Background: an optimization exercise with open tools, aiming at small area, a short achievable clock period and few clock cycles. Do not read the settings as production practice. Where RTL was checked, it was by simulation tests only, not by an equivalence proof against the original. Only the layout flow was run in run 2; the RTL was not checked for function there.

==> flow/design.v <==
`timescale 1ns/100ps
`default_nettype none
module M1 (
   input  logic         Clock,
   input  logic         Resetn,
   input  logic         start,
   output logic         done,
   input  logic  [15:0] SRAM_read_data,
   output logic  [17:0] SRAM_address,
   output logic  [15:0] SRAM_write_data,
   output logic         SRAM_we_n
);
localparam [17:0] BASE_U   = 18'd13824;
localparam [17:0] BASE_V   = 18'd20736;
localparam [17:0] BASE_RGB = 18'd220672;
localparam [1:0] S_IDLE = 2'd0, S_FILL = 2'd1, S_RUN = 2'd2;
logic [1:0]  state;
logic [2:0]  ph;         
logic [6:0]  mc;         
logic [13:0] YP;         
logic [12:0] CP;         
logic [15:0] WP;         
logic [7:0]  win [0:19];
logic [7:0]  UB;
logic [7:0]  VBh, VBl;    
logic [7:0]  Yrh, Yrl;    
logic [7:0]  Vp, B0h;
logic [8:0]  ps0, ps1, ps2, ps3, ps4;
logic [9:0]  ps24;
logic [8:0]  fs0, fs1, fs3, fs4;
logic [9:0]  fs24;
logic [12:0] Flo;
logic [9:0]  FhA, FhB, FqA, FqB, Fs;
logic        Fq12;
logic [7:0]  Fc;
m1_rca #(8) u_ps0 (.a(win[1]), .b(win[19]), .ci(1'b0), .s(ps0[7:0]), .co(ps0[8]));
m1_rca #(8) u_ps1 (.a(win[3]), .b(win[17]), .ci(1'b0), .s(ps1[7:0]), .co(ps1[8]));
assign ps2 = {1'b0, win[5]} + {1'b0, win[15]};
m1_rca #(8) u_ps3 (.a(win[7]), .b(win[13]), .ci(1'b0), .s(ps3[7:0]), .co(ps3[8]));
assign ps4 = {1'b0, win[9]} + {1'b0, win[11]};
assign ps24 = {1'b0, ps2} + {1'b0, ps4};
always_ff @(posedge Clock) begin
   fs0 <= ps0;
   fs1 <= ps1;
   fs3 <= ps3;
   fs4 <= ps4;
   fs24 <= ps24;
end
logic [8:0]  nfs0, nfs1, nfs3, nfs4;
logic [9:0]  nfs24;
assign nfs0 = ~fs0;
assign nfs1 = ~fs1;
assign nfs3 = ~fs3;
assign nfs4 = ~fs4;
assign nfs24 = ~fs24;
logic fl1, fl2, fl3, fl4, fl5, fl6, fl7, fl8, fl9, fl10, fl11, fl12, fl13, fl14, fl15, fl16;
logic fl17, fl18, fl19, fl20, fl21, fl22, fl23, fl24, fl25, fl26, fl27, fl28, fl29, fl30, fl31, fl32;
logic fl33, fl34, fl35, fl36, fl37, fl38, fl39, fl40, fl41, fl42, fl43, fl44, fl45, fl46, fl47, fl48;
logic fl49, fl50, fl51, fl52, fl53, fl54, fl55, fl56, fl57, fl58, fl59, fl60, fl61, fl62, fl63, fl64;
logic fl65, fl66, fl67, fl68, fl69, fl70, fl71, fl72, fl73, fl74, fl75, fl76, fl77, fl78, fl79, fl80;
logic fl81, fl82, fl83, fl84, fl85, fl86, fl87, fl88, fl89, fl90, fl91, fl92, fl93, fl94, fl95, fl96;
logic fl97, fl98, fl99, fl100, fl101, fl102, fl103, fl104, fl105, fl106, fl107, fl108, fl109, fl110, fl111, fl112;
logic fl113, fl114, fl115, fl116, fl117, fl118, fl119, fl120, fl121, fl122, fl123, fl124, fl125, fl126, fl127, fl128;
logic fl129, fl130, fl131, fl132, fl133, fl134, fl135, fl136, fl137, fl138, fl139, fl140, fl141, fl142, fl143, fl144;
logic fl145, fl146, fl147, fl148, fl149, fl150, fl151, fl152, fl153, fl154, fl155, fl156, fl157, fl158, fl159, fl160;
logic fl161, fl162, fl163, fl164, fl165, fl166, fl167, fl168, fl169, fl170, fl171, fl172, fl173, fl174, fl175, fl176;
logic fl177, fl178, fl179, fl180, fl181, fl182, fl183, fl184, fl185, fl186, fl187, fl188, fl189, fl190;
m1_ha u_fl1 (.a(fs0[4]), .b(fs0[1]), .s(fl1), .co(fl2));
m1_ha u_fl3 (.a(fs0[5]), .b(fs0[2]), .s(fl3), .co(fl4));
m1_fa u_fl5 (.a(fs0[6]), .b(fs0[3]), .c(nfs1[7]), .s(fl5), .co(fl6));
m1_ha u_fl7 (.a(nfs1[3]), .b(nfs1[2]), .s(fl7), .co(fl8));
m1_fa u_fl9 (.a(fs0[7]), .b(fs0[4]), .c(nfs1[8]), .s(fl9), .co(fl10));
m1_fa u_fl11 (.a(nfs1[4]), .b(nfs1[3]), .c(nfs24[9]), .s(fl11), .co(fl12));
m1_fa u_fl13 (.a(fs0[8]), .b(fs0[5]), .c(nfs1[5]), .s(fl13), .co(fl14));
m1_ha u_fl15 (.a(fs0[6]), .b(nfs1[6]), .s(fl15), .co(fl16));
m1_ha u_fl17 (.a(fs0[7]), .b(nfs1[7]), .s(fl17), .co(fl18));
m1_fa u_fl19 (.a(fs0[3]), .b(fs0[0]), .c(nfs1[4]), .s(fl19), .co(fl20));
m1_ha u_fl21 (.a(nfs1[0]), .b(nfs24[5]), .s(fl21), .co(fl22));
m1_fa u_fl23 (.a(fl1), .b(nfs1[5]), .c(nfs1[1]), .s(fl23), .co(fl24));
m1_fa u_fl25 (.a(nfs1[0]), .b(nfs24[6]), .c(nfs24[3]), .s(fl25), .co(fl26));
m1_ha u_fl27 (.a(fs24[1]), .b(fs3[2]), .s(fl27), .co(fl28));
m1_fa u_fl29 (.a(fl3), .b(nfs1[6]), .c(nfs1[2]), .s(fl29), .co(fl30));
m1_fa u_fl31 (.a(nfs1[1]), .b(nfs24[7]), .c(nfs24[4]), .s(fl31), .co(fl32));
m1_fa u_fl33 (.a(fs24[2]), .b(fs3[3]), .c(fl2), .s(fl33), .co(fl34));
m1_fa u_fl35 (.a(fl5), .b(fl7), .c(nfs24[8]), .s(fl35), .co(fl36));
m1_fa u_fl37 (.a(nfs24[5]), .b(fs24[3]), .c(nfs24[0]), .s(fl37), .co(fl38));
assign fl39 = ~(fs3[4] ^ fl4);
assign fl40 = fs3[4] | fl4;
m1_fa u_fl41 (.a(fl9), .b(fl11), .c(nfs24[6]), .s(fl41), .co(fl42));
m1_fa u_fl43 (.a(fs24[4]), .b(nfs24[1]), .c(fs3[5]), .s(fl43), .co(fl44));
m1_fa u_fl45 (.a(fs3[0]), .b(fl6), .c(fl8), .s(fl45), .co(fl46));
m1_fa u_fl47 (.a(fl13), .b(nfs1[4]), .c(nfs24[7]), .s(fl47), .co(fl48));
m1_fa u_fl49 (.a(fs24[5]), .b(nfs24[2]), .c(fs3[6]), .s(fl49), .co(fl50));
m1_fa u_fl51 (.a(fs3[1]), .b(fl10), .c(fl12), .s(fl51), .co(fl52));
m1_fa u_fl53 (.a(fl15), .b(nfs1[5]), .c(nfs24[8]), .s(fl53), .co(fl54));
m1_fa u_fl55 (.a(fs24[6]), .b(nfs24[3]), .c(fs3[7]), .s(fl55), .co(fl56));
m1_fa u_fl57 (.a(fs3[2]), .b(fs4[0]), .c(fl14), .s(fl57), .co(fl58));
m1_fa u_fl59 (.a(fl17), .b(nfs1[6]), .c(nfs24[9]), .s(fl59), .co(fl60));
m1_fa u_fl61 (.a(fs24[7]), .b(nfs24[4]), .c(fs3[8]), .s(fl61), .co(fl62));
m1_fa u_fl63 (.a(fs3[3]), .b(fs4[1]), .c(fl16), .s(fl63), .co(fl64));
m1_fa u_fl65 (.a(fs0[8]), .b(nfs1[8]), .c(nfs1[7]), .s(fl65), .co(fl66));
m1_fa u_fl67 (.a(fs24[8]), .b(nfs24[5]), .c(fs3[4]), .s(fl67), .co(fl68));
assign fl69 = ~(fs4[2] ^ fl18);
assign fl70 = fs4[2] | fl18;
m1_fa u_fl71 (.a(nfs1[8]), .b(fs24[9]), .c(nfs24[6]), .s(fl71), .co(fl72));
m1_ha u_fl73 (.a(fs0[1]), .b(nfs1[2]), .s(fl73), .co(fl74));
m1_fa u_fl75 (.a(fs0[2]), .b(nfs1[3]), .c(nfs24[4]), .s(fl75), .co(fl76));
m1_fa u_fl77 (.a(fl19), .b(fl21), .c(nfs24[2]), .s(fl77), .co(fl78));
m1_ha u_fl79 (.a(fs24[0]), .b(fs3[1]), .s(fl79), .co(fl80));
m1_fa u_fl81 (.a(fl23), .b(fl25), .c(fl27), .s(fl81), .co(fl82));
assign fl83 = ~(fl20 ^ fl22);
assign fl84 = fl20 | fl22;
m1_fa u_fl85 (.a(fl29), .b(fl31), .c(fl33), .s(fl85), .co(fl86));
m1_fa u_fl87 (.a(fl24), .b(fl26), .c(fl28), .s(fl87), .co(fl88));
m1_fa u_fl89 (.a(fl35), .b(fl37), .c(fl39), .s(fl89), .co(fl90));
m1_fa u_fl91 (.a(fl30), .b(fl32), .c(fl34), .s(fl91), .co(fl92));
m1_fa u_fl93 (.a(fl41), .b(fl43), .c(fl45), .s(fl93), .co(fl94));
m1_fa u_fl95 (.a(fl36), .b(fl38), .c(fl40), .s(fl95), .co(fl96));
m1_fa u_fl97 (.a(fl47), .b(fl49), .c(fl51), .s(fl97), .co(fl98));
m1_fa u_fl99 (.a(fl42), .b(fl44), .c(fl46), .s(fl99), .co(fl100));
m1_fa u_fl101 (.a(fl53), .b(fl55), .c(fl57), .s(fl101), .co(fl102));
m1_fa u_fl103 (.a(fl48), .b(fl50), .c(fl52), .s(fl103), .co(fl104));
m1_fa u_fl105 (.a(fl59), .b(fl61), .c(fl63), .s(fl105), .co(fl106));
m1_fa u_fl107 (.a(fl54), .b(fl56), .c(fl58), .s(fl107), .co(fl108));
m1_fa u_fl109 (.a(fl65), .b(fl67), .c(fl69), .s(fl109), .co(fl110));
m1_fa u_fl111 (.a(fl60), .b(fl62), .c(fl64), .s(fl111), .co(fl112));
m1_fa u_fl113 (.a(fl71), .b(fs3[5]), .c(fs4[3]), .s(fl113), .co(fl114));
m1_fa u_fl115 (.a(fl66), .b(fl68), .c(fl70), .s(fl115), .co(fl116));
m1_fa u_fl117 (.a(nfs24[7]), .b(fs3[6]), .c(fs4[4]), .s(fl117), .co(fl118));
m1_ha u_fl119 (.a(nfs24[8]), .b(fs3[7]), .s(fl119), .co(fl120));
m1_ha u_fl121 (.a(nfs24[9]), .b(fs3[8]), .s(fl121), .co(fl122));
m1_ha u_fl123 (.a(fl73), .b(nfs24[3]), .s(fl123), .co(fl124));
m1_fa u_fl125 (.a(fl75), .b(nfs24[1]), .c(fs3[0]), .s(fl125), .co(fl126));
m1_fa u_fl127 (.a(fl77), .b(fl79), .c(fl76), .s(fl127), .co(fl128));
m1_fa u_fl129 (.a(fl81), .b(fl83), .c(fl78), .s(fl129), .co(fl130));
m1_fa u_fl131 (.a(fl85), .b(fl87), .c(fl82), .s(fl131), .co(fl132));
m1_fa u_fl133 (.a(fl89), .b(fl91), .c(fl86), .s(fl133), .co(fl134));
m1_fa u_fl135 (.a(fl93), .b(fl95), .c(fl90), .s(fl135), .co(fl136));
m1_fa u_fl137 (.a(fl97), .b(fl99), .c(fl94), .s(fl137), .co(fl138));
m1_fa u_fl139 (.a(fl101), .b(fl103), .c(fl98), .s(fl139), .co(fl140));
m1_fa u_fl141 (.a(fl105), .b(fl107), .c(fl102), .s(fl141), .co(fl142));
m1_fa u_fl143 (.a(fl109), .b(fl111), .c(fl106), .s(fl143), .co(fl144));
m1_fa u_fl145 (.a(fl113), .b(fl115), .c(fl110), .s(fl145), .co(fl146));
m1_fa u_fl147 (.a(fl117), .b(fl72), .c(fl114), .s(fl147), .co(fl148));
m1_fa u_fl149 (.a(fl119), .b(fs4[5]), .c(fl118), .s(fl149), .co(fl150));
m1_fa u_fl151 (.a(fl121), .b(fs4[6]), .c(fl120), .s(fl151), .co(fl152));
m1_ha u_fl153 (.a(nfs1[0]), .b(nfs24[1]), .s(fl153), .co(fl154));
m1_fa u_fl155 (.a(fs0[0]), .b(nfs1[1]), .c(nfs24[2]), .s(fl155), .co(fl156));
assign fl157 = ~(fl123 ^ nfs24[0]);
assign fl158 = fl123 | nfs24[0];
m1_fa u_fl159 (.a(fl125), .b(fl74), .c(fl124), .s(fl159), .co(fl160));
assign fl161 = ~(fl127 ^ fl126);
assign fl162 = fl127 | fl126;
m1_fa u_fl163 (.a(fl129), .b(fl80), .c(fl128), .s(fl163), .co(fl164));
m1_fa u_fl165 (.a(fl131), .b(fl84), .c(fl130), .s(fl165), .co(fl166));
m1_fa u_fl167 (.a(fl133), .b(fl88), .c(fl132), .s(fl167), .co(fl168));
m1_fa u_fl169 (.a(fl135), .b(fl92), .c(fl134), .s(fl169), .co(fl170));
m1_fa u_fl171 (.a(fl137), .b(fl96), .c(fl136), .s(fl171), .co(fl172));
m1_fa u_fl173 (.a(fl139), .b(fl100), .c(fl138), .s(fl173), .co(fl174));
m1_fa u_fl175 (.a(fl141), .b(fl104), .c(fl140), .s(fl175), .co(fl176));
m1_fa u_fl177 (.a(fl143), .b(fl108), .c(fl142), .s(fl177), .co(fl178));
m1_fa u_fl179 (.a(fl145), .b(fl112), .c(fl144), .s(fl179), .co(fl180));
m1_fa u_fl181 (.a(fl147), .b(fl116), .c(fl146), .s(fl181), .co(fl182));
assign fl183 = ~(fl149 ^ fl148);
assign fl184 = fl149 | fl148;
assign fl185 = ~(fl151 ^ fl150);
assign fl186 = fl151 | fl150;
m1_fa u_fl187 (.a(fs4[7]), .b(fl122), .c(fl152), .s(fl187), .co(fl188));
assign fl189 = ~fs4[8];
assign fl190 = fs4[8];
assign Flo = {1'b0, {fl173, fl171, fl169, fl167, fl165, fl163, fl161, fl159, fl157, fl155, fl153, nfs24[0]}} + {1'b0, {fl172, fl170, fl168, fl166, fl164, fl162, fl160, fl158, fl156, fl154, 1'b1, 1'b1}};
assign FhA = {1'b1, 1'b1, fl189, fl187, fl185, fl183, fl181, fl179, fl177, fl175};
assign FhB = {1'b0, fl190, fl188, fl186, fl184, fl182, fl180, fl178, fl176, fl174};
always_ff @(posedge Clock) begin
   FqA <= FhA;
   FqB <= FhB;
   Fq12 <= Flo[12];
end
assign Fs = FqA + FqB + {9'd0, Fq12};
assign Fc = Fs[9] ? 8'h00 : Fs[8] ? 8'hFF : Fs[7:0];
logic [7:0]  Yi, Ci, GU, GV;
logic        selB, selR;
logic [15:0] RBlo, Glo;
logic [10:0] RBhA, RBhB, RBqA, RBqB, RBr;
logic [9:0]  GhA, GhB, GqA, GqB, Gr;
logic        RBq15, Gq15;
logic [7:0]  RBc, Gc;
always_ff @(posedge Clock) begin
   case (ph)
      3'd3: begin                       
         Yi <= SRAM_read_data[15:8];
         Ci <= win[9];
         selB <= 1'b1;
      end
      3'd4: begin                       
         Yi <= Yrh;
         Ci <= win[7];
         selB <= 1'b0;
         GU <= win[8];
         GV <= win[7];
      end
      3'd0: begin                       
         Yi <= Yrl;
         Ci <= Vp;
         selB <= 1'b0;
         GU <= Fc;
      end
      default: begin                    
         Yi <= Yrl;
         Ci <= GU;
         selB <= 1'b1;
         GV <= Vp;
      end
   endcase
end
assign selR = ~selB;
logic [7:0]  nYi, CR, nCR, CB, nCB, nGU, nGV;
assign nYi = ~Yi;
assign CR  = Ci & {8{selR}};
assign nCR = ~Ci & {8{selR}};
assign CB  = Ci & {8{selB}};
assign nCB = ~Ci & {8{selB}};
assign nGU = ~GU;
assign nGV = ~GV;
logic px1, px2, px3, px4, px5, px6, px7, px8, px9, px10, px11, px12, px13, px14, px15, px16;
logic px17, px18, px19, px20, px21, px22, px23, px24, px25, px26, px27, px28, px29, px30, px31, px32;
logic px33, px34, px35, px36, px37, px38, px39, px40, px41, px42, px43, px44, px45, px46, px47, px48;
logic px49, px50, px51, px52, px53, px54, px55, px56, px57, px58, px59, px60, px61, px62, px63, px64;
logic px65, px66, px67, px68, px69, px70, px71, px72, px73, px74, px75, px76, px77, px78, px79, px80;
logic px81, px82, px83, px84, px85, px86, px87, px88, px89, px90, px91, px92, px93, px94, px95, px96;
logic px97, px98, px99, px100, px101, px102, px103, px104, px105, px106, px107, px108, px109, px110, px111, px112;
logic px113, px114, px115, px116, px117, px118, px119, px120, px121, px122, px123, px124, px125, px126, px127, px128;
logic px129, px130, px131, px132, px133, px134, px135, px136, px137, px138, px139, px140, px141, px142, px143, px144;
logic px145, px146, px147, px148, px149, px150, px151, px152, px153, px154, px155, px156, px157, px158, px159, px160;
logic px161, px162, px163, px164, px165, px166, px167, px168, px169, px170, px171, px172, px173, px174, px175, px176;
logic px177, px178, px179, px180, px181, px182, px183, px184, px185, px186, px187, px188, px189, px190, px191, px192;
logic px193, px194, px195, px196, px197, px198, px199, px200, px201, px202, px203, px204, px205, px206, px207, px208;
logic px209, px210, px211, px212, px213, px214, px215, px216, px217, px218, px219, px220, px221, px222, px223, px224;
logic px225, px226, px227, px228, px229, px230, px231, px232, px233, px234, px235, px236, px237, px238, px239, px240;
logic px241, px242, px243, px244, px245, px246, px247, px248, px249, px250, px251, px252, px253, px254, px255, px256;
logic px257, px258, px259, px260, px261, px262, px263, px264, px265, px266, px267, px268, px269, px270, px271, px272;
logic px273, px274, px275, px276, px277, px278, px279, px280, px281, px282, px283, px284, px285, px286, px287, px288;
logic px289, px290, px291, px292, px293, px294, px295, px296, px297, px298, px299, px300, px301, px302, px303, px304;
logic px305, px306, px307, px308, px309, px310, px311, px312, px313, px314, px315, px316, px317, px318, px319, px320;
logic px321, px322, px323, px324, px325, px326, px327, px328, px329, px330, px331, px332, px333, px334, px335, px336;
logic px337, px338, px339, px340, px341, px342, px343, px344, px345, px346, px347, px348, px349, px350, px351, px352;
logic px353, px354, px355, px356, px357, px358, px359, px360, px361, px362, px363, px364, px365, px366, px367, px368;
logic px369, px370, px371, px372, px373, px374, px375, px376, px377, px378, px379, px380, px381, px382, px383, px384;
logic px385, px386, px387, px388, px389, px390, px391, px392, px393, px394, px395, px396, px397, px398, px399, px400;
logic px401, px402, px403, px404, px405, px406, px407, px408, px409, px410, px411, px412, px413, px414, px415, px416;
logic px417, px418, px419, px420, px421, px422, px423, px424, px425, px426, px427, px428, px429, px430, px431, px432;
logic px433, px434, px435, px436, px437, px438;
m1_ha u_px1 (.a(nYi[3]), .b(CR[3]), .s(px1), .co(px2));
m1_fa u_px3 (.a(nYi[4]), .b(CR[4]), .c(CR[2]), .s(px3), .co(px4));
m1_fa u_px5 (.a(nYi[5]), .b(Ci[0]), .c(CR[5]), .s(px5), .co(px6));
m1_fa u_px7 (.a(nYi[6]), .b(Ci[1]), .c(CR[6]), .s(px7), .co(px8));
m1_ha u_px9 (.a(CR[4]), .b(CB[7]), .s(px9), .co(px10));
m1_fa u_px11 (.a(nYi[7]), .b(Yi[0]), .c(Ci[2]), .s(px11), .co(px12));
m1_fa u_px13 (.a(CR[7]), .b(CR[5]), .c(nCB[6]), .s(px13), .co(px14));
m1_fa u_px15 (.a(Yi[1]), .b(Ci[3]), .c(CR[6]), .s(px15), .co(px16));
m1_ha u_px17 (.a(nCB[7]), .b(nCB[5]), .s(px17), .co(px18));
m1_fa u_px19 (.a(Yi[2]), .b(Yi[0]), .c(Ci[4]), .s(px19), .co(px20));
m1_fa u_px21 (.a(CR[7]), .b(nCR[0]), .c(nCB[6]), .s(px21), .co(px22));
m1_fa u_px23 (.a(Yi[3]), .b(Yi[1]), .c(Ci[5]), .s(px23), .co(px24));
m1_ha u_px25 (.a(nCR[1]), .b(nCB[7]), .s(px25), .co(px26));
m1_fa u_px27 (.a(Yi[4]), .b(Yi[2]), .c(Yi[0]), .s(px27), .co(px28));
m1_ha u_px29 (.a(Ci[6]), .b(nCR[2]), .s(px29), .co(px30));
m1_fa u_px31 (.a(Yi[5]), .b(Yi[3]), .c(Yi[1]), .s(px31), .co(px32));
m1_ha u_px33 (.a(Ci[7]), .b(nCR[3]), .s(px33), .co(px34));
m1_fa u_px35 (.a(Yi[6]), .b(Yi[4]), .c(Yi[2]), .s(px35), .co(px36));
m1_fa u_px37 (.a(nCR[4]), .b(CR[2]), .c(nCR[0]), .s(px37), .co(px38));
m1_fa u_px39 (.a(Yi[7]), .b(Yi[5]), .c(Yi[3]), .s(px39), .co(px40));
m1_fa u_px41 (.a(Yi[0]), .b(nCR[5]), .c(CR[3]), .s(px41), .co(px42));
m1_ha u_px43 (.a(nCR[1]), .b(CB[6]), .s(px43), .co(px44));
m1_fa u_px45 (.a(Yi[6]), .b(Yi[4]), .c(Yi[1]), .s(px45), .co(px46));
m1_fa u_px47 (.a(Ci[0]), .b(nCR[6]), .c(CR[4]), .s(px47), .co(px48));
assign px49 = ~(nCR[2] ^ CB[7]);
assign px50 = nCR[2] | CB[7];
m1_fa u_px51 (.a(Yi[7]), .b(Yi[5]), .c(Yi[2]), .s(px51), .co(px52));
m1_fa u_px53 (.a(Ci[1]), .b(nCR[7]), .c(CR[5]), .s(px53), .co(px54));
m1_fa u_px55 (.a(Yi[6]), .b(Yi[3]), .c(Ci[2]), .s(px55), .co(px56));
m1_ha u_px57 (.a(Yi[7]), .b(Yi[4]), .s(px57), .co(px58));
m1_ha u_px59 (.a(nYi[1]), .b(CR[1]), .s(px59), .co(px60));
m1_fa u_px61 (.a(nYi[2]), .b(CR[2]), .c(CR[0]), .s(px61), .co(px62));
m1_fa u_px63 (.a(px1), .b(CR[1]), .c(CB[4]), .s(px63), .co(px64));
m1_ha u_px65 (.a(nCB[2]), .b(nCB[0]), .s(px65), .co(px66));
m1_fa u_px67 (.a(px3), .b(CB[5]), .c(nCB[3]), .s(px67), .co(px68));
assign px69 = ~(nCB[1] ^ px2);
assign px70 = nCB[1] | px2;
m1_fa u_px71 (.a(px5), .b(CR[3]), .c(CB[6]), .s(px71), .co(px72));
m1_fa u_px73 (.a(nCB[4]), .b(nCB[2]), .c(px4), .s(px73), .co(px74));
m1_fa u_px75 (.a(px7), .b(px9), .c(nCB[5]), .s(px75), .co(px76));
m1_fa u_px77 (.a(nCB[3]), .b(selB), .c(px6), .s(px77), .co(px78));
m1_fa u_px79 (.a(px11), .b(px13), .c(nCB[4]), .s(px79), .co(px80));
assign px81 = ~(px8 ^ px10);
assign px82 = px8 | px10;
m1_fa u_px83 (.a(px15), .b(px17), .c(CB[0]), .s(px83), .co(px84));
m1_fa u_px85 (.a(selB), .b(px12), .c(px14), .s(px85), .co(px86));
m1_fa u_px87 (.a(px19), .b(px21), .c(CB[1]), .s(px87), .co(px88));
m1_fa u_px89 (.a(selR), .b(px16), .c(px18), .s(px89), .co(px90));
m1_fa u_px91 (.a(px23), .b(px25), .c(CB[2]), .s(px91), .co(px92));
m1_fa u_px93 (.a(selR), .b(px20), .c(px22), .s(px93), .co(px94));
m1_fa u_px95 (.a(px27), .b(px29), .c(CR[0]), .s(px95), .co(px96));
m1_fa u_px97 (.a(CB[3]), .b(px24), .c(px26), .s(px97), .co(px98));
m1_fa u_px99 (.a(px31), .b(px33), .c(CR[1]), .s(px99), .co(px100));
m1_fa u_px101 (.a(CB[4]), .b(px28), .c(px30), .s(px101), .co(px102));
m1_fa u_px103 (.a(px35), .b(px37), .c(CB[5]), .s(px103), .co(px104));
m1_fa u_px105 (.a(selB), .b(px32), .c(px34), .s(px105), .co(px106));
m1_fa u_px107 (.a(px39), .b(px41), .c(px43), .s(px107), .co(px108));
m1_fa u_px109 (.a(selB), .b(px36), .c(px38), .s(px109), .co(px110));
m1_fa u_px111 (.a(px45), .b(px47), .c(px49), .s(px111), .co(px112));
m1_fa u_px113 (.a(px40), .b(px42), .c(px44), .s(px113), .co(px114));
m1_fa u_px115 (.a(px51), .b(px53), .c(nCR[3]), .s(px115), .co(px116));
m1_fa u_px117 (.a(px46), .b(px48), .c(px50), .s(px117), .co(px118));
m1_fa u_px119 (.a(px55), .b(CR[6]), .c(nCR[4]), .s(px119), .co(px120));
assign px121 = ~(px52 ^ px54);
assign px122 = px52 | px54;
m1_fa u_px123 (.a(px57), .b(Ci[3]), .c(CR[7]), .s(px123), .co(px124));
m1_fa u_px125 (.a(nCR[5]), .b(selR), .c(px56), .s(px125), .co(px126));
m1_fa u_px127 (.a(Yi[5]), .b(Ci[4]), .c(nCR[6]), .s(px127), .co(px128));
m1_ha u_px129 (.a(selB), .b(px58), .s(px129), .co(px130));
m1_fa u_px131 (.a(Yi[6]), .b(Ci[5]), .c(nCR[7]), .s(px131), .co(px132));
m1_ha u_px133 (.a(nYi[0]), .b(CR[0]), .s(px133), .co(px134));
m1_fa u_px135 (.a(px59), .b(CB[2]), .c(nCB[0]), .s(px135), .co(px136));
m1_fa u_px137 (.a(px61), .b(CB[3]), .c(nCB[1]), .s(px137), .co(px138));
m1_fa u_px139 (.a(px63), .b(px65), .c(selB), .s(px139), .co(px140));
m1_fa u_px141 (.a(px67), .b(px69), .c(px64), .s(px141), .co(px142));
m1_fa u_px143 (.a(px71), .b(px73), .c(px68), .s(px143), .co(px144));
m1_fa u_px145 (.a(px75), .b(px77), .c(px72), .s(px145), .co(px146));
m1_fa u_px147 (.a(px79), .b(px81), .c(px76), .s(px147), .co(px148));
m1_fa u_px149 (.a(px83), .b(px85), .c(px80), .s(px149), .co(px150));
m1_fa u_px151 (.a(px87), .b(px89), .c(px84), .s(px151), .co(px152));
m1_fa u_px153 (.a(px91), .b(px93), .c(px88), .s(px153), .co(px154));
m1_fa u_px155 (.a(px95), .b(px97), .c(px92), .s(px155), .co(px156));
m1_fa u_px157 (.a(px99), .b(px101), .c(px96), .s(px157), .co(px158));
m1_fa u_px159 (.a(px103), .b(px105), .c(px100), .s(px159), .co(px160));
m1_fa u_px161 (.a(px107), .b(px109), .c(px104), .s(px161), .co(px162));
m1_fa u_px163 (.a(px111), .b(px113), .c(px108), .s(px163), .co(px164));
m1_fa u_px165 (.a(px115), .b(px117), .c(px112), .s(px165), .co(px166));
m1_fa u_px167 (.a(px119), .b(px121), .c(px116), .s(px167), .co(px168));
m1_fa u_px169 (.a(px123), .b(px125), .c(px120), .s(px169), .co(px170));
m1_fa u_px171 (.a(px127), .b(px129), .c(px124), .s(px171), .co(px172));
m1_fa u_px173 (.a(px131), .b(selB), .c(px128), .s(px173), .co(px174));
m1_fa u_px175 (.a(Yi[7]), .b(Ci[6]), .c(px132), .s(px175), .co(px176));
m1_ha u_px177 (.a(px133), .b(CB[1]), .s(px177), .co(px178));
m1_fa u_px179 (.a(px135), .b(selB), .c(px134), .s(px179), .co(px180));
m1_fa u_px181 (.a(px137), .b(px60), .c(px136), .s(px181), .co(px182));
m1_fa u_px183 (.a(px139), .b(px62), .c(px138), .s(px183), .co(px184));
m1_fa u_px185 (.a(px141), .b(px66), .c(px140), .s(px185), .co(px186));
m1_fa u_px187 (.a(px143), .b(px70), .c(px142), .s(px187), .co(px188));
m1_fa u_px189 (.a(px145), .b(px74), .c(px144), .s(px189), .co(px190));
m1_fa u_px191 (.a(px147), .b(px78), .c(px146), .s(px191), .co(px192));
m1_fa u_px193 (.a(px149), .b(px82), .c(px148), .s(px193), .co(px194));
m1_fa u_px195 (.a(px151), .b(px86), .c(px150), .s(px195), .co(px196));
m1_fa u_px197 (.a(px153), .b(px90), .c(px152), .s(px197), .co(px198));
m1_fa u_px199 (.a(px155), .b(px94), .c(px154), .s(px199), .co(px200));
m1_fa u_px201 (.a(px157), .b(px98), .c(px156), .s(px201), .co(px202));
m1_fa u_px203 (.a(px159), .b(px102), .c(px158), .s(px203), .co(px204));
m1_fa u_px205 (.a(px161), .b(px106), .c(px160), .s(px205), .co(px206));
m1_fa u_px207 (.a(px163), .b(px110), .c(px162), .s(px207), .co(px208));
m1_fa u_px209 (.a(px165), .b(px114), .c(px164), .s(px209), .co(px210));
m1_fa u_px211 (.a(px167), .b(px118), .c(px166), .s(px211), .co(px212));
m1_fa u_px213 (.a(px169), .b(px122), .c(px168), .s(px213), .co(px214));
m1_fa u_px215 (.a(px171), .b(px126), .c(px170), .s(px215), .co(px216));
m1_fa u_px217 (.a(px173), .b(px130), .c(px172), .s(px217), .co(px218));
assign px219 = ~(px175 ^ px174);
assign px220 = px175 | px174;
m1_ha u_px221 (.a(Ci[7]), .b(px176), .s(px221), .co(px222));
m1_ha u_px223 (.a(Yi[6]), .b(Yi[4]), .s(px223), .co(px224));
m1_fa u_px225 (.a(Yi[7]), .b(Yi[5]), .c(Yi[3]), .s(px225), .co(px226));
m1_ha u_px227 (.a(Yi[6]), .b(Yi[4]), .s(px227), .co(px228));
m1_ha u_px229 (.a(Yi[7]), .b(Yi[5]), .s(px229), .co(px230));
m1_ha u_px231 (.a(nYi[5]), .b(nGU[6]), .s(px231), .co(px232));
m1_fa u_px233 (.a(nYi[6]), .b(nGU[7]), .c(nGU[5]), .s(px233), .co(px234));
m1_fa u_px235 (.a(nYi[7]), .b(Yi[0]), .c(nGU[6]), .s(px235), .co(px236));
m1_ha u_px237 (.a(Yi[1]), .b(nGU[7]), .s(px237), .co(px238));
m1_ha u_px239 (.a(Yi[2]), .b(Yi[0]), .s(px239), .co(px240));
m1_fa u_px241 (.a(Yi[3]), .b(Yi[1]), .c(nGU[6]), .s(px241), .co(px242));
m1_fa u_px243 (.a(Yi[4]), .b(Yi[2]), .c(Yi[0]), .s(px243), .co(px244));
m1_fa u_px245 (.a(Yi[5]), .b(Yi[3]), .c(Yi[1]), .s(px245), .co(px246));
m1_fa u_px247 (.a(nGU[4]), .b(nGU[1]), .c(nGU[0]), .s(px247), .co(px248));
m1_fa u_px249 (.a(px223), .b(Yi[2]), .c(nGU[5]), .s(px249), .co(px250));
m1_fa u_px251 (.a(nGU[2]), .b(nGU[1]), .c(nGV[3]), .s(px251), .co(px252));
m1_ha u_px253 (.a(nGV[1]), .b(nGV[0]), .s(px253), .co(px254));
m1_fa u_px255 (.a(px225), .b(Yi[0]), .c(nGU[6]), .s(px255), .co(px256));
m1_fa u_px257 (.a(nGU[3]), .b(nGU[2]), .c(nGV[4]), .s(px257), .co(px258));
m1_fa u_px259 (.a(nGV[2]), .b(nGV[1]), .c(px224), .s(px259), .co(px260));
m1_fa u_px261 (.a(px227), .b(Yi[1]), .c(nGU[7]), .s(px261), .co(px262));
m1_fa u_px263 (.a(nGU[4]), .b(nGU[3]), .c(nGV[5]), .s(px263), .co(px264));
m1_fa u_px265 (.a(nGV[3]), .b(nGV[2]), .c(px226), .s(px265), .co(px266));
m1_fa u_px267 (.a(px229), .b(Yi[2]), .c(nGU[5]), .s(px267), .co(px268));
m1_fa u_px269 (.a(nGU[4]), .b(nGV[6]), .c(nGV[4]), .s(px269), .co(px270));
assign px271 = ~(nGV[3] ^ px228);
assign px272 = nGV[3] | px228;
m1_fa u_px273 (.a(Yi[6]), .b(Yi[3]), .c(nGU[6]), .s(px273), .co(px274));
m1_fa u_px275 (.a(nGU[5]), .b(nGV[7]), .c(nGV[5]), .s(px275), .co(px276));
m1_ha u_px277 (.a(nGV[4]), .b(px230), .s(px277), .co(px278));
m1_fa u_px279 (.a(Yi[7]), .b(Yi[4]), .c(nGU[7]), .s(px279), .co(px280));
m1_fa u_px281 (.a(nGU[6]), .b(nGV[6]), .c(nGV[5]), .s(px281), .co(px282));
m1_ha u_px283 (.a(nYi[2]), .b(nGU[3]), .s(px283), .co(px284));
m1_fa u_px285 (.a(nYi[3]), .b(nGU[4]), .c(nGU[2]), .s(px285), .co(px286));
m1_ha u_px287 (.a(nGU[1]), .b(nGV[0]), .s(px287), .co(px288));
m1_fa u_px289 (.a(nYi[4]), .b(nGU[5]), .c(nGU[3]), .s(px289), .co(px290));
m1_fa u_px291 (.a(nGU[2]), .b(nGU[0]), .c(nGV[1]), .s(px291), .co(px292));
m1_fa u_px293 (.a(px231), .b(nGU[4]), .c(nGU[3]), .s(px293), .co(px294));
assign px295 = ~(nGU[1] ^ nGV[2]);
assign px296 = nGU[1] | nGV[2];
m1_fa u_px297 (.a(px233), .b(nGU[4]), .c(nGU[2]), .s(px297), .co(px298));
assign px299 = ~(nGV[3] ^ px232);
assign px300 = nGV[3] | px232;
m1_fa u_px301 (.a(px235), .b(nGU[5]), .c(nGU[3]), .s(px301), .co(px302));
assign px303 = ~(nGV[4] ^ px234);
assign px304 = nGV[4] | px234;
m1_fa u_px305 (.a(px237), .b(nGU[6]), .c(nGU[4]), .s(px305), .co(px306));
m1_fa u_px307 (.a(nGU[0]), .b(nGV[5]), .c(px236), .s(px307), .co(px308));
m1_fa u_px309 (.a(px239), .b(nGU[7]), .c(nGU[5]), .s(px309), .co(px310));
m1_fa u_px311 (.a(nGU[1]), .b(nGV[6]), .c(px238), .s(px311), .co(px312));
m1_fa u_px313 (.a(px241), .b(nGU[2]), .c(nGV[7]), .s(px313), .co(px314));
assign px315 = ~(nGV[0] ^ px240);
assign px316 = nGV[0] | px240;
m1_fa u_px317 (.a(px243), .b(nGU[7]), .c(nGU[3]), .s(px317), .co(px318));
m1_fa u_px319 (.a(nGU[0]), .b(nGV[1]), .c(px242), .s(px319), .co(px320));
m1_fa u_px321 (.a(px245), .b(px247), .c(nGV[2]), .s(px321), .co(px322));
assign px323 = ~(nGV[0] ^ px244);
assign px324 = nGV[0] | px244;
m1_fa u_px325 (.a(px249), .b(px251), .c(px253), .s(px325), .co(px326));
assign px327 = ~(px246 ^ px248);
assign px328 = px246 | px248;
m1_fa u_px329 (.a(px255), .b(px257), .c(px259), .s(px329), .co(px330));
m1_fa u_px331 (.a(px250), .b(px252), .c(px254), .s(px331), .co(px332));
m1_fa u_px333 (.a(px261), .b(px263), .c(px265), .s(px333), .co(px334));
m1_fa u_px335 (.a(px256), .b(px258), .c(px260), .s(px335), .co(px336));
m1_fa u_px337 (.a(px267), .b(px269), .c(px271), .s(px337), .co(px338));
m1_fa u_px339 (.a(px262), .b(px264), .c(px266), .s(px339), .co(px340));
m1_fa u_px341 (.a(px273), .b(px275), .c(px277), .s(px341), .co(px342));
m1_fa u_px343 (.a(px268), .b(px270), .c(px272), .s(px343), .co(px344));
m1_fa u_px345 (.a(px279), .b(px281), .c(px274), .s(px345), .co(px346));
assign px347 = ~(px276 ^ px278);
assign px348 = px276 | px278;
m1_fa u_px349 (.a(Yi[5]), .b(nGU[7]), .c(nGV[7]), .s(px349), .co(px350));
m1_fa u_px351 (.a(nGV[6]), .b(px280), .c(px282), .s(px351), .co(px352));
m1_ha u_px353 (.a(Yi[6]), .b(nGV[7]), .s(px353), .co(px354));
m1_ha u_px355 (.a(nYi[1]), .b(nGU[2]), .s(px355), .co(px356));
m1_fa u_px357 (.a(px283), .b(nGU[1]), .c(nGU[0]), .s(px357), .co(px358));
m1_fa u_px359 (.a(px285), .b(px287), .c(px284), .s(px359), .co(px360));
m1_fa u_px361 (.a(px289), .b(px291), .c(px286), .s(px361), .co(px362));
m1_fa u_px363 (.a(px293), .b(px295), .c(px290), .s(px363), .co(px364));
m1_fa u_px365 (.a(px297), .b(px299), .c(px294), .s(px365), .co(px366));
m1_fa u_px367 (.a(px301), .b(px303), .c(px298), .s(px367), .co(px368));
m1_fa u_px369 (.a(px305), .b(px307), .c(px302), .s(px369), .co(px370));
m1_fa u_px371 (.a(px309), .b(px311), .c(px306), .s(px371), .co(px372));
m1_fa u_px373 (.a(px313), .b(px315), .c(px310), .s(px373), .co(px374));
m1_fa u_px375 (.a(px317), .b(px319), .c(px314), .s(px375), .co(px376));
m1_fa u_px377 (.a(px321), .b(px323), .c(px318), .s(px377), .co(px378));
m1_fa u_px379 (.a(px325), .b(px327), .c(px322), .s(px379), .co(px380));
m1_fa u_px381 (.a(px329), .b(px331), .c(px326), .s(px381), .co(px382));
m1_fa u_px383 (.a(px333), .b(px335), .c(px330), .s(px383), .co(px384));
m1_fa u_px385 (.a(px337), .b(px339), .c(px334), .s(px385), .co(px386));
m1_fa u_px387 (.a(px341), .b(px343), .c(px338), .s(px387), .co(px388));
m1_fa u_px389 (.a(px345), .b(px347), .c(px342), .s(px389), .co(px390));
m1_fa u_px391 (.a(px349), .b(px351), .c(px346), .s(px391), .co(px392));
m1_fa u_px393 (.a(px353), .b(px350), .c(px352), .s(px393), .co(px394));
m1_ha u_px395 (.a(nYi[0]), .b(nGU[1]), .s(px395), .co(px396));
assign px397 = ~(px355 ^ nGU[0]);
assign px398 = px355 | nGU[0];
assign px399 = ~(px357 ^ px356);
assign px400 = px357 | px356;
assign px401 = ~(px359 ^ px358);
assign px402 = px359 | px358;
m1_fa u_px403 (.a(px361), .b(px288), .c(px360), .s(px403), .co(px404));
m1_fa u_px405 (.a(px363), .b(px292), .c(px362), .s(px405), .co(px406));
m1_fa u_px407 (.a(px365), .b(px296), .c(px364), .s(px407), .co(px408));
m1_fa u_px409 (.a(px367), .b(px300), .c(px366), .s(px409), .co(px410));
m1_fa u_px411 (.a(px369), .b(px304), .c(px368), .s(px411), .co(px412));
m1_fa u_px413 (.a(px371), .b(px308), .c(px370), .s(px413), .co(px414));
m1_fa u_px415 (.a(px373), .b(px312), .c(px372), .s(px415), .co(px416));
m1_fa u_px417 (.a(px375), .b(px316), .c(px374), .s(px417), .co(px418));
m1_fa u_px419 (.a(px377), .b(px320), .c(px376), .s(px419), .co(px420));
m1_fa u_px421 (.a(px379), .b(px324), .c(px378), .s(px421), .co(px422));
m1_fa u_px423 (.a(px381), .b(px328), .c(px380), .s(px423), .co(px424));
m1_fa u_px425 (.a(px383), .b(px332), .c(px382), .s(px425), .co(px426));
m1_fa u_px427 (.a(px385), .b(px336), .c(px384), .s(px427), .co(px428));
m1_fa u_px429 (.a(px387), .b(px340), .c(px386), .s(px429), .co(px430));
m1_fa u_px431 (.a(px389), .b(px344), .c(px388), .s(px431), .co(px432));
m1_fa u_px433 (.a(px391), .b(px348), .c(px390), .s(px433), .co(px434));
assign px435 = ~(px393 ^ px392);
assign px436 = px393 | px392;
m1_fa u_px437 (.a(Yi[7]), .b(px354), .c(px394), .s(px437), .co(px438));
assign RBlo = {1'b0, {px203, px201, px199, px197, px195, px193, px191, px189, px187, px185, px183, px181, px179, px177, CB[0]}} + {1'b0, {px202, px200, px198, px196, px194, px192, px190, px188, px186, px184, px182, px180, px178, 1'b1, 1'b0}};
assign RBhA = {1'b1, 1'b1, px221, px219, px217, px215, px213, px211, px209, px207, px205};
assign RBhB = {1'b0, px222, px220, px218, px216, px214, px212, px210, px208, px206, px204};
assign Glo = {1'b0, {px421, px419, px417, px415, px413, px411, px409, px407, px405, px403, px401, px399, px397, px395, nGU[0]}} + {1'b0, {px420, px418, px416, px414, px412, px410, px408, px406, px404, px402, px400, px398, px396, 1'b1, 1'b1}};
assign GhA = {1'b1, 1'b1, px437, px435, px433, px431, px429, px427, px425, px423};
assign GhB = {1'b0, px438, px436, px434, px432, px430, px428, px426, px424, px422};
always_ff @(posedge Clock) begin
   RBqA <= RBhA; RBqB <= RBhB; RBq15 <= RBlo[15];
   GqA <= GhA; GqB <= GhB; Gq15 <= Glo[15];
end
assign RBr = RBqA + RBqB + {10'd0, RBq15};
assign Gr = GqA + GqB + {9'd0, Gq15};
assign RBc = RBr[10] ? 8'h00 : (RBr[9] | RBr[8]) ? 8'hFF : RBr[7:0];
assign Gc = Gr[9] ? 8'h00 : Gr[8] ? 8'hFF : Gr[7:0];
logic run, fill;
logic last_row;
assign run   = (state == S_RUN);
assign fill  = (state == S_FILL);
assign last_row = CP[12] & CP[11] & CP[9] & CP[8];    
logic f_last, f_neg, f_odd, f_ubus, f_uub, f_vbh, f_vbl;
logic [6:0] mc_new, m_new;
logic upd_flags;
assign mc_new = (state == S_FILL) ? 7'd0 : mc + 7'd1;
assign m_new  = mc_new - 7'd1;
assign upd_flags = (state == S_FILL) || (state == S_RUN && ph == 3'd4);
always_ff @(posedge Clock) begin
   if (upd_flags) begin
      f_last <= (mc_new == 7'd96);
      f_neg  <= (mc_new == 7'd0);
      f_odd  <= ~mc_new[0];
      f_ubus <= mc_new[0] && mc_new != 7'd0 && m_new <= 7'd88;
      f_uub  <= ~mc_new[0] && (mc_new == 7'd0 || m_new <= 7'd89);
      f_vbh  <= ~mc_new[0] && (mc_new == 7'd0 || m_new <= 7'd87);
      f_vbl  <= mc_new[0] && mc_new != 7'd0 && m_new <= 7'd88;
   end
end
localparam [2:0] SH_NONE = 3'd0, SH_BUS = 3'd1, SH_VBH = 3'd2, SH_VBL = 3'd3,
                 SH_UB = 3'd4, SH_CLAMP = 3'd5;
logic [2:0] sh;
logic ub_ld, vb_ld, y_ld, vp_ld;
always_comb begin
   sh = SH_NONE;
   ub_ld = 1'b0; vb_ld = 1'b0; y_ld = 1'b0; vp_ld = 1'b0;
   if (run) begin
      case (ph)
         3'd0: if (f_neg) begin sh = SH_BUS; ub_ld = 1'b1; end   
         3'd1: if (f_neg) sh = SH_VBL;                       
         3'd2: begin
            if (f_last) begin                    
               sh = SH_BUS; vb_ld = 1'b1;
            end else if (f_ubus) begin
               sh = SH_BUS; ub_ld = 1'b1;
            end else if (f_uub) begin
               sh = SH_UB;
            end else
               sh = SH_CLAMP;
            if (f_vbh) vb_ld = 1'b1;
         end
         3'd3: begin
            y_ld = 1'b1;
            if (f_last) begin                    
               sh = SH_BUS; ub_ld = 1'b1;
            end else if (f_vbh)
               sh = SH_VBH;
            else if (f_vbl)
               sh = SH_VBL;
            else
               sh = SH_CLAMP;
         end
         default: begin  
            vp_ld = 1'b1;
            if (f_last) sh = SH_CLAMP;           
         end
      endcase
   end else if (fill) begin
      case (mc[4:0])
         5'd2:  begin sh = SH_BUS; vb_ld = 1'b1; end    
         5'd3:  begin sh = SH_BUS; ub_ld = 1'b1; end    
         5'd12: sh = SH_VBL;                            
         5'd13: sh = SH_UB;                             
         5'd14: begin sh = SH_BUS; vb_ld = 1'b1; end    
         5'd15: begin sh = SH_BUS; ub_ld = 1'b1; end    
         5'd16: sh = SH_VBL;                            
         5'd17: sh = SH_UB;                             
         5'd18: begin sh = SH_BUS; vb_ld = 1'b1; end    
         default: if (mc >= 7'd4) sh = SH_CLAMP;
      endcase
   end
end
logic [7:0] sh_in;
always_comb begin
   case (sh)
      SH_BUS:  sh_in = SRAM_read_data[15:8];
      SH_VBH:  sh_in = VBh;
      SH_VBL:  sh_in = VBl;
      SH_UB:   sh_in = UB;
      default: sh_in = win[18];
   endcase
end
always_ff @(posedge Clock) begin
   if (sh != SH_NONE) begin
      for (int i = 0; i < 19; i++) win[i] <= win[i+1];
      win[19] <= sh_in;
   end
   if (ub_ld) UB <= SRAM_read_data[7:0];
   VBh <= SRAM_read_data[15:8];
   Yrh <= SRAM_read_data[15:8];
   if (vb_ld) VBl <= SRAM_read_data[7:0];
   if (y_ld)  Yrl <= SRAM_read_data[7:0];
   if (vp_ld) Vp <= Fc;
   if (ph == 3'd0) B0h <= RBc;
   case (ph)
      3'd1:    SRAM_write_data <= {RBc, Gc};     
      3'd2:    SRAM_write_data <= {B0h, RBc};    
      default: SRAM_write_data <= {Gc, RBc};     
   endcase
end
logic we_q;
assign SRAM_we_n = ~we_q;
always_ff @(posedge Clock or negedge Resetn) begin
   if (~Resetn) begin
      state <= S_IDLE;
      done <= 1'b0;
      we_q <= 1'b0;
   end else begin
      we_q <= 1'b0;
      case (state)
         S_IDLE: if (start) begin
            done <= 1'b0;
            state <= S_FILL;
         end
         S_FILL: if (mc == 7'd18) state <= S_RUN;
         default: begin  
            if ((ph == 3'd1 || ph == 3'd2 || ph == 3'd3) && !f_neg) we_q <= 1'b1;
            if (ph == 3'd4 && f_last) begin
               if (last_row) begin
                  state <= S_IDLE;
                  done <= 1'b1;
               end else
                  state <= S_FILL;
            end
         end
      endcase
   end
end
always_ff @(posedge Clock) begin
   SRAM_address <= {2'b11, WP};        
   case (state)
      S_IDLE: begin
         if (start) begin
            mc <= 7'd0;
            YP <= 14'd0;
            CP <= 13'd0;
            WP <= BASE_RGB[15:0];
            SRAM_address <= BASE_V;               
         end
      end
      S_FILL: begin
         mc <= (mc == 7'd18) ? 7'd0 : mc + 7'd1;
         case (mc[4:0])
            5'd0:  begin SRAM_address <= BASE_U + CP; CP <= CP + 13'd1; end
            5'd11: SRAM_address <= BASE_V + CP;
            5'd12: begin SRAM_address <= BASE_U + CP; CP <= CP + 13'd1; end
            5'd15: SRAM_address <= BASE_V + CP;
            5'd16: begin SRAM_address <= BASE_U + CP; CP <= CP + 13'd1; end
            5'd18: SRAM_address <= BASE_V + CP;   
            default: ;
         endcase
         ph <= 3'd0;
      end
      default: begin  
         ph <= (ph == 3'd4) ? 3'd0 : ph + 3'd1;
         case (ph)
            3'd0: begin
               if (!f_last) begin
                  SRAM_address <= {4'd0, YP};
                  YP <= YP + 14'd1;
               end else if (!last_row) begin
                  SRAM_address <= BASE_U + CP;
                  CP <= CP + 13'd1;
               end
            end
            3'd1, 3'd2, 3'd3: begin
               if (!f_neg) begin
                  SRAM_address <= {2'b11, WP};
                  WP <= WP + 16'd1;
               end
            end
            default: begin  
               if (f_last) begin
                  mc <= 7'd5;
               end else begin
                  mc <= mc + 7'd1;
                  if (mc == 7'd95) begin
                     if (!last_row) SRAM_address <= BASE_V + CP;    
                  end else if (mc[0] && mc <= 7'd87) begin
                     SRAM_address <= BASE_V + CP;                   
                  end else if (!mc[0] && mc <= 7'd88) begin
                     SRAM_address <= BASE_U + CP;                   
                     CP <= CP + 13'd1;
                  end
               end
            end
         endcase
      end
   endcase
end
endmodule
module m1_rca #(parameter int N = 8) (
   input  logic [N-1:0] a,
   input  logic [N-1:0] b,
   input  logic         ci,
   output logic [N-1:0] s,
   output logic         co
);
logic [N:0] c;
assign c[0] = ci;
for (genvar i = 0; i < N; i++) begin : g_bit
   m1_fa u_fa (.a(a[i]), .b(b[i]), .c(c[i]), .s(s[i]), .co(c[i+1]));
end
assign co = c[N];
endmodule
module m1_fa (input logic a, input logic b, input logic c, output logic s, output logic co);
assign s = a ^ b ^ c;
assign co = (a & b) | (c & (a ^ b));
endmodule
module m1_ha (input logic a, input logic b, output logic s, output logic co);
assign s = a ^ b;
assign co = a & b;
endmodule
==> flow/flow/run.sh <==
#!/bin/bash
set -euo pipefail
bash standard.sh SETUP_SLACK_MARGIN=10.3 finish > standard_make.log 2>&1
==> flow/standard.sh <==
#!/bin/bash
# synth_recipe.tcl (not shown) runs the flow's synth.tcl, then flattens the netlist and writes it again
# the make line also repeats each setting of config.mk as NAME=value (left out here)
make -C /OpenROAD-flow-scripts/flow DESIGN_CONFIG=/design/flow/config.mk WORK_HOME=/design/flow/orfs CLKGATE_MAP_FILE= SYNTH_SCRIPT=/design/flow/synth_recipe.tcl "${@:-finish}"
==> flow/config.mk <==
export PLATFORM = sky130hd
export DESIGN_NAME = M1
export DESIGN_NICKNAME = M1
export VERILOG_FILES = /design/flow/design.v
export SDC_FILE = /design/flow/constraint.sdc
export NUM_CORES = 4
export LEC_CHECK = 0
export ABC_CLOCK_PERIOD_IN_PS = 4000
export CAP_MARGIN = 20
export CORE_MARGIN = 2
export CORE_UTILIZATION = 65
export CTS_CLUSTER_DIAMETER = 60
export CTS_CLUSTER_SIZE = 25
export SETUP_SLACK_MARGIN = 5
export SLEW_MARGIN = 20
export SYNTH_HIERARCHICAL = 1
==> flow/constraint.sdc <==
create_clock -name core_clock -period 14.0 [get_ports {Clock}]
set_input_delay 2.8000 -clock core_clock [delete_from_list [all_inputs] [get_ports {Clock}]]
set_output_delay 2.8000 -clock core_clock [all_outputs]
set_load 0.01 [all_outputs]
==> impl_results.rst, run 1 <==
.. list-table::
   :header-rows: 1

   * - Metric
     - Value
   * - Outcome
     - complete, no violations
   * - Initial standard-cell utilization of the core
     - 0.663
   * - Highest fanout seen on the critical path
     - 2
   * - Largest net degree at the start of global routing
     - slightly below 80
   * - # setup viols final
     - 0
   * - Root buffer cell
     - clkbuf_16
   * - Number of standard-cell rows in the floorplan
     - about 70
   * - Required time of the critical path
     - around 11 ns
   * - Final setup skew
     - approximately 0.023 ns
   * - Global-route usage over all layers
     - 0.300
   * - Fraction of synthesis flops using an asynchronous set or reset pin
     - 0.00930
   * - RSZ-0062 raised after global routing
     - true
   * - Fmax
     - 0.251 GHz
   * - Number of distinct standard cells referenced by the synthesized netlist
     - 84
   * - Pre-CTS worst setup slack
     - between 9 and 10 ns
   * - Area of the multi-input gates
     - around 14000 um^2
   * - Final hold violation count
     - 0
   * - Width of the die
     - slightly above 200 um
   * - Clk pin slew, worst setup/hold paths
     - ~0.09 ns
   * - Die footprint
     - 41200 um^2
   * - Die Y
     - 203 um
   * - Port Buffers
     - 54
   * - Post-Synthesis Mean Instance Area
     - ~12 um^2
   * - Wire length of the first global-routing pass
     - 94.3 mm
   * - Placed Cells
     - between 2000 and 3000
   * - Fraction of the yosys area taken by sequential cells
     - 0.439
   * - Clk buf depth
     - 3
   * - Post-DR vias/cell
     - 6.06
   * - Number of synthesized register bits
     - between 400 and 500
   * - Crit path max-delay cell type
     - dfrtp_1
   * - Aggregate routed wire length
     - between 60 and 70 mm
   * - CP arrival
     - ~1.2 ns
   * - Number of enable flip-flop cells after synthesis
     - 266
   * - Type of origin of the critical path
     - register
   * - Layout overhead on the synthesized area
     - 11.3%
   * - Starting DRC count in detailed routing
     - about 1300
   * - Final total negative setup slack
     - 0 ns
   * - Final cycle utilization of the critical path
     - 0.284
   * - Synthesized cell area
     - approximately 26000 um^2
   * - Final cell count without fillers
     - approximately 2700
   * - Setup ws final
     - 10.02 ns
   * - Number of global-route vias before repair
     - 16800
   * - Headroom to the max-slew limit
     - 0.314
   * - Post-layout nets
     - about 2600
   * - Sequential cell area
     - ~11000 um^2
   * - I/O pins
     - 55
   * - Number of DRC violations after detailed routing
     - 0
   * - Critical path buffers and inverters
     - 1
   * - Series of cell instances along the critical path
     - buf_2
   * - Pin slew with the least headroom to its limit
     - 1.03 ns
   * - Endpoint kind of the worst setup timing path
     - output pin
   * - Routability Congestion
     - between 0.9 and 1
   * - Number of clock buffers inserted by TritonCTS
     - 31
   * - Synth Warn #
     - 9
   * - Minimum clock period
     - roughly 4 ns
   * - Critical path class
     - reg2out
   * - Fill count
     - between 2000 and 3000
   * - Clock latency of the later-clocked register in the worst-skew pair
     - slightly above 0.6 ns
   * - Routed WL per cell
     - ~22 um
   * - Main synth FF type
     - edfxtp_1
   * - H-tree lvl count
     - 1
   * - Top delay family on crit path
     - flip-flops
   * - Antenna-violating nets left
     - 0
   * - Max-slew violations
     - 0
   * - Number of sinks driven by the clock tree
     - 430
   * - Share of cells above drive strength 1
     - 0.134
   * - Initial antenna violation count
     - 3
   * - Number of search-and-repair iterations in the first detailed-routing pass
     - 6
   * - Via count
     - ~16000
   * - Max-capacitance violation count
     - 0
   * - HP Class
     - reg2reg
   * - Worst stage delay on the critical path
     - 0.42 ns
   * - CTS tree
     - built
   * - Area inside the core boundary
     - just under 40000 um^2
   * - Grt ovf
     - 0
   * - DP HPWL
     - ~45 mm
   * - Post-synthesis cell count
     - 2075
[synth_stat cells, drive strengths merged, types with 13 or more instances]
library cell  count  area [um^2]
o211ai           14          105
xnor2            39          349
a21oi            61          305
mux2i            18          180
clkbuf           41          154
inv             216          811
o21ai            81          405
a221o            20          200
o22ai            14         93.8
nor3             28          140
a21o             28          210
xor2             31          272
buf              21          135
nand4            15         93.8
nor2            144          543
fa              289         5790
nand3            45          238
and2             32          205
o21a             18          135
ha              158         1980
nand2b           13         81.3
edfxtp          266         7990
and3             18          113
nor2b            26          163
nand2           112          420
dfxtp           160         3200
[per-stage QoR]
stage               area (um^2)  hold slack [ns]  utilization
detailed placement        26800            0.354        0.690
global placement          26800            0.344        0.690
global route              28600            0.379        0.737
finish                    28600            0.379        0.737
floorplan                 25800            0.331            -
CTS                       28400            0.368        0.731
[sequential cells by signal, indices dropped and copies added (netlist names), 10 cells and up]
signal and count:
RBqB 10, win 152, WP 16, CP 13, fs24 10, YP 14, SRAM_address 17, SRAM_write_data 16
[per-module statistics from Yosys (local to each module, per instance), excerpt]
| module | copies in the design | cells | area, um^2 | flip-flops and latches |
|---|---|---|---|---|
| m1_ha | 40 | 1 | 12.5 | 0 |
| M1 | 1 | 1762 | 19800 | 430 |
| m1_fa | 273 | 1 | 20.0 | 0 |
[cell families (layout without fill, tap and decap cells)]
kind of cell | after synthesis | count (layout) | synth area share
and+or+nand+nor | 477 | 479 | 0.0896
adders and majority gates | 447 | 447 | 0.302
DFF | 430 | 430 | 0.439
AOI/OAI and AO/OA | 343 | 343 | 0.0919
buffers and inverters | 281 | 388 | 0.0432
xor gates and xnor gates | 70 | 70 | 0.0241
muxes | 26 | 26 | 0.0105
other | 1 | 4 | 0.000146
[cell usage in the layout (no fill, tap or decap), drive strengths merged, types with 8 or more instances in the layout]
cell and count:
fa 289, edfxtp 266, inv 224, dfxtp 160
ha 158, nor2 144, nand2 114, buf 93
o21ai 81, a21oi 61, nand3 45, xnor2 39
clkbuf 35, and2 32, xor2 31, a21o 28
nor3 28, nor2b 26, a221o 20, and3 18
o21a 18, mux2i 18, clkdlybuf4s50 17, nand4 15
o211ai 14, o22ai 14, nand2b 13, or3 12
a211oi 12, clkinv 12, o31ai 11, nor3b 9
a31oi 9, o221ai 9, a22oi 8, mux2 8
or2 8
[path summary, 6_finish.rpt]
kind	from	depth (start not counted)	slack (ns)	endpoint
max	done$_DFFE_PN0P_	1	10.02	done
min	fs4[8]$_DFF_P_	0	0.38	FqB[8]$_DFF_P_
max reg2reg	fs1[7]$_DFF_P_	10	10.23	Fq12$_DFF_P_
min reg2reg	fs4[8]$_DFF_P_	0	0.38	FqB[8]$_DFF_P_
max in group asynchronous	Resetn	1	11.32	state[0]$_DFFE_PN0P_
min in group asynchronous	Resetn	1	2.43	we_q$_DFF_PN0_
[layout make-up]
cell class | instances | share of cell area
Antenna cell | 1 | 0.0000874
Timing Repair Buffer | 111 | 0.0337
Sequential cell | 430 | 0.397
Clock buffer | 34 | 0.0275
Clock inverter | 24 | 0.0122
Multi-Input combinational cell | 1368 | 0.477
Tap cell | 518 | 0.0226
Inverter | 219 | 0.0301
[repair_timing]
item | CTS | global route
pin swaps | 19 | 36
gates cloned | 2 | 0
gates resized for setup | 249 | 55
setup buffers | 33 | 11
endpoints found under the setup margin | 265 | 175
hold buffers | 0 | 0
[layer usage]
metal	part of all wire	vias up	GRT usage
met5	0	-	0
met4	0.025	0	0.0709
met3	0.069	93	0.0360
met2	0.47	631	0.473
met1	0.44	8290	0.451
li1	-	7378	-
Testbench counts, summed over its fixed seeds: cycles 431,172.
==> run 2, diff against run 1 <==
--- a/flow/design.v
+++ b/flow/design.v
@@ -178,3 +178,5 @@
 end
-assign Fs = FqA + FqB + {9'd0, Fq12};
+logic Fc5;
+m1_rca #(5) u_fl (.a(FqA[4:0]), .b(FqB[4:0]), .ci(Fq12), .s(Fs[4:0]), .co(Fc5));
+assign Fs[9:5] = FqA[9:5] + FqB[9:5] + {4'd0, Fc5};
 assign Fc = Fs[9] ? 8'h00 : Fs[8] ? 8'hFF : Fs[7:0];
@@ -498,4 +500,7 @@
 end
-assign RBr = RBqA + RBqB + {10'd0, RBq15};
-assign Gr = GqA + GqB + {9'd0, Gq15};
+logic RBc5, Gc5;
+m1_rca #(5) u_rbl (.a(RBqA[4:0]), .b(RBqB[4:0]), .ci(RBq15), .s(RBr[4:0]), .co(RBc5));
+assign RBr[10:5] = RBqA[10:5] + RBqB[10:5] + {5'd0, RBc5};
+m1_rca #(5) u_gl (.a(GqA[4:0]), .b(GqB[4:0]), .ci(Gq15), .s(Gr[4:0]), .co(Gc5));
+assign Gr[9:5] = GqA[9:5] + GqB[9:5] + {4'd0, Gc5};
 assign RBc = RBr[10] ? 8'h00 : (RBr[9] | RBr[8]) ? 8'hFF : RBr[7:0];
==> flow/flow/run.sh (replaced) <==
#!/bin/bash
set -euo pipefail
bash standard.sh SETUP_SLACK_MARGIN=10 finish > standard_make.log 2>&1
==> impl_results.rst, run 2 <==
.. list-table::
   :header-rows: 1

   * - Metric
     - Value
   * - Worst hold endpoint
     - FqB[8]$_DFF_P_ (unchanged)
   * - # setup viols final
     - 0 (unchanged)
   * - Fraction of synthesis flops using an asynchronous set or reset pin
     - 0.00930 (unchanged)
   * - Die footprint
     - 40600 um^2 (was 41200 um^2)
   * - Port Buffers
     - 54 (unchanged)
   * - Max-capacitance violation count
     - 0 (unchanged)
   * - Number of standard-cell rows in the floorplan
     - 72 (unchanged)
   * - Pre-CTS worst setup slack
     - 9.27 ns (was 9.39 ns)
   * - Clk pin slew, worst setup/hold paths
     - 0.09 ns (about the same)
   * - GR peak layer
     - met2 (unchanged)
   * - Number of enable flip-flop cells after synthesis
     - 266 (unchanged)
   * - Launch point of the critical path
     - RBqA[0]$_DFF_P_ (was done$_DFFE_PN0P_)
   * - Area share of the largest cell type after synthesis
     - 0.315 (was 0.310)
   * - Number of DRC violations after detailed routing
     - 0 (unchanged)
   * - Grt ovf
     - 0 (unchanged)
   * - Met2 Track Usage GR
     - 0.474 (was 0.473)
   * - Post-DR vias/cell
     - 5.97 (was 6.06)
   * - Antenna-violating nets left
     - 0 (unchanged)
   * - Number of synthesized register bits
     - 430 (unchanged)
   * - Flop2flop setup slack
     - 9.97 ns (was 10.23 ns)
   * - HP Class
     - reg2reg (unchanged)
   * - Share of cells above drive strength 1
     - 0.108 (was 0.134)
   * - I/O pins
     - 55 (unchanged)
   * - Type of origin of the critical path
     - register (unchanged)
   * - Clk buf depth
     - 3 (unchanged)
   * - Pin slew with the least headroom to its limit
     - 1.12 ns (was 1.03 ns)
   * - Worst R2R Path Depth
     - 16 (was 10)
   * - Aggregate routed wire length
     - 57.7 mm (was 60.0 mm)
   * - Routability Congestion
     - 0.917 (was 0.933)
   * - Post-Synthesis Mean Instance Area
     - 12.7 um^2 (was 12.4 um^2)
   * - Crit path max-delay cell type
     - fa_2 (was dfrtp_1)
   * - Endpoint kind of the worst setup timing path
     - register (was output pin)
   * - Synthesized cell area
     - 25400 um^2 (was 25700 um^2)
   * - Largest cells by area after synthesis
     - edfxtp_1 31%, fa_1 24%, dfxtp_1 13% (was edfxtp_1 31%, fa_1 22%, dfxtp_1 12%)
   * - Capturing point of the worst reg2reg path
     - SRAM_write_data[15]$_DFF_P_ (was Fq12$_DFF_P_)
   * - Synth Warn #
     - 9 (unchanged)
   * - HP Start
     - fs4[8]$_DFF_P_ (unchanged)
   * - Outcome
     - complete, no violations (unchanged)
   * - Area inside the core boundary
     - 38600 um^2 (was 38800 um^2)
   * - Number of global-route vias before repair
     - 16200 (was 16800)
   * - Largest registers
     - win (152), SRAM_address (17) (unchanged)
   * - Max-slew violations
     - 0 (unchanged)
   * - Cells on Worst Hold Path
     - 0 (unchanged)
   * - Required time of the critical path
     - 14.41 ns (was 11.20 ns)
   * - Main synth FF type
     - edfxtp_1 (unchanged)
   * - Initial antenna violation count
     - 2 (was 3)
   * - Grt met1 use
     - 0.425 (was 0.451)
   * - Via count
     - 15600 (was 16400)
   * - Routed WL per cell
     - 22.0 um (was 22.2 um)
   * - Final hold violation count
     - 0 (unchanged)
   * - Fraction of the yosys area taken by sequential cells
     - 0.445 (was 0.439)
   * - Max reg flops
     - 152 (unchanged)
   * - Root buffer cell
     - clkbuf_16 (unchanged)
   * - Top delay family on crit path
     - adder cells (was flip-flops)
   * - Die Y
     - 202 um (was 203 um)
   * - Number of clock buffers inserted by TritonCTS
     - 34 (was 31)
   * - Source of the worst register-to-register timing path
     - RBqA[0]$_DFF_P_ (was fs1[7]$_DFF_P_)
   * - RSZ-0062 raised after global routing
     - true (unchanged)
   * - Global-route usage over all layers
     - 0.292 (was 0.300)
   * - Critical path class
     - reg2reg (was reg2out)
   * - Leading cell types in the layout, fill and taps excluded
     - 292 x fa_1, 266 x edfxtp_1, 223 x inv_1, 143 x dfxtp_1, 140 x ha_1 (was 268 x fa_1, 266 x edfxtp_1, 200 x inv_1, 153 x ha_1, 139 x nor2_1)
   * - Post-layout nets
     - 2541 (was 2627)
   * - Final setup skew
     - 0.0358 ns (was 0.0229 ns)
   * - Critical path buffers and inverters
     - 2 (was 1)
   * - Largest register by flop count
     - win (unchanged)
   * - Series of cell instances along the critical path
     - fa_2, fa_2, fa_2, fa_2, fa_2, inv_2, fa_2, inv_2, fa_2, a21o_1, nor2_1, mux2i_1, o32a_4, o21a_4, a22oi_2, o22ai_1 (was buf_2)
   * - Number of sinks driven by the clock tree
     - 430 (unchanged)
   * - Initial standard-cell utilization of the core
     - 0.658 (was 0.663)
run 2: how the worst max path moves through the flow:
| stage | end | slack, ns | cells after the start |
|---|---|---|---|
| 2_1_floorplan | SRAM_write_data[11]$_DFF_P_ | 9.97 | 17 |
| 3_3_place_gp | CP[3]$_SDFFCE_PP0P_ | 9.30 | 4 |
| 3_5_place_dp | CP[3]$_SDFFCE_PP0P_ | 9.27 | 4 |
| 4_1_cts | Gq15$_DFF_P_ | 9.81 | 11 |
| 5_1_grt | SRAM_write_data[15]$_DFF_P_ | 9.81 | 16 |
| 6_report | SRAM_write_data[15]$_DFF_P_ | 9.97 | 16 |
run 2: cell families after synthesis:
logic type	share of synthesized area
xor gates and xnor gates	0.0206
other	0.000148
and+or+nand+nor	0.0679
buffers and inverters	0.0468
AOI/OAI and AO/OA	0.0930
DFF	0.445
adders and majority gates	0.310
muxes	0.0166
run 2: timing repair:
action	4_1_cts	5_1_grt
pin swaps	22	18
endpoints found under the setup margin	89	54
resized for setup	94	66
buffers inserted	10	31
hold buffers	0	0
run 2: metrics by stage:
stage | instance area, um^2 | hold slack (ns) | util
6_report | 28300 | 0.358 | 0.733
3_3_place_gp | 26400 | 0.337 | 0.685
5_1_grt | 28300 | 0.368 | 0.733
4_1_cts | 27800 | 0.358 | 0.721
2_1_floorplan | 25400 | 0.331 | -
3_5_place_dp | 26400 | 0.341 | 0.685
run 2: cell type report:
class                      instances  area (um^2)
multi-input combinational       1258        13200
sequential                       430        11300
fill                            2635        10300
timing repair buffer             109          975
clock buffer                      41          928
inverter                         242          928
tap                              518          648
clock inverter                    20          248
antenna                            1         2.50
run 2: layer usage:
metal / wire (um) / up-vias
met4: 1260 / 2
met2: 28100 / 575
li1: - / 7029
met3: 3750 / 75
met1: 24600 / 7960
met5: 10 / -
run 2: modules after synthesis, one instance, submodules excluded, a selection:
module / flip-flops and latches / area (um^2) / cells inside / copies in the design
M1: 430 / 19100 / 1665 / 1
m1_ha: 0 / 12.5 / 1 / 40
m1_fa: 0 / 20.0 / 1 / 288

static timing again, ports no longer ideal:
How much do the figures lean on ideal ports? The routed layouts below were timed once more, with nothing changed but the port constraints. Step 1, drivers: a clkbuf_16 drives Clock and a buf_2 each remaining input, both assumed. Step 2, shift: input delay + t, output delay - t, t = (earliest + latest rising clock arrival at the registers) / 2. This alone moves slack from input paths to output paths. Three values: ideal, step 1, step 2; two values: the first two.
| run | t (ns) | slack for setup (ns) | clock arrival spread, ns | worst slew at a driven data input, ns |
|---|---|---|---|---|
| run 1 | 0.663 | 10.023 / 9.968 / 9.763 | 0.024 / 0.024 | 0.04 |
| run 2 | 0.613 | 9.974 / 9.974 / 9.443 | 0.038 / 0.038 | 0.05 |
After both steps every run listed still meets setup and hold. For run 2, which loses most, drivers alone change the setup slack by 0.000 ns; drivers and shift together by -0.531 ns.
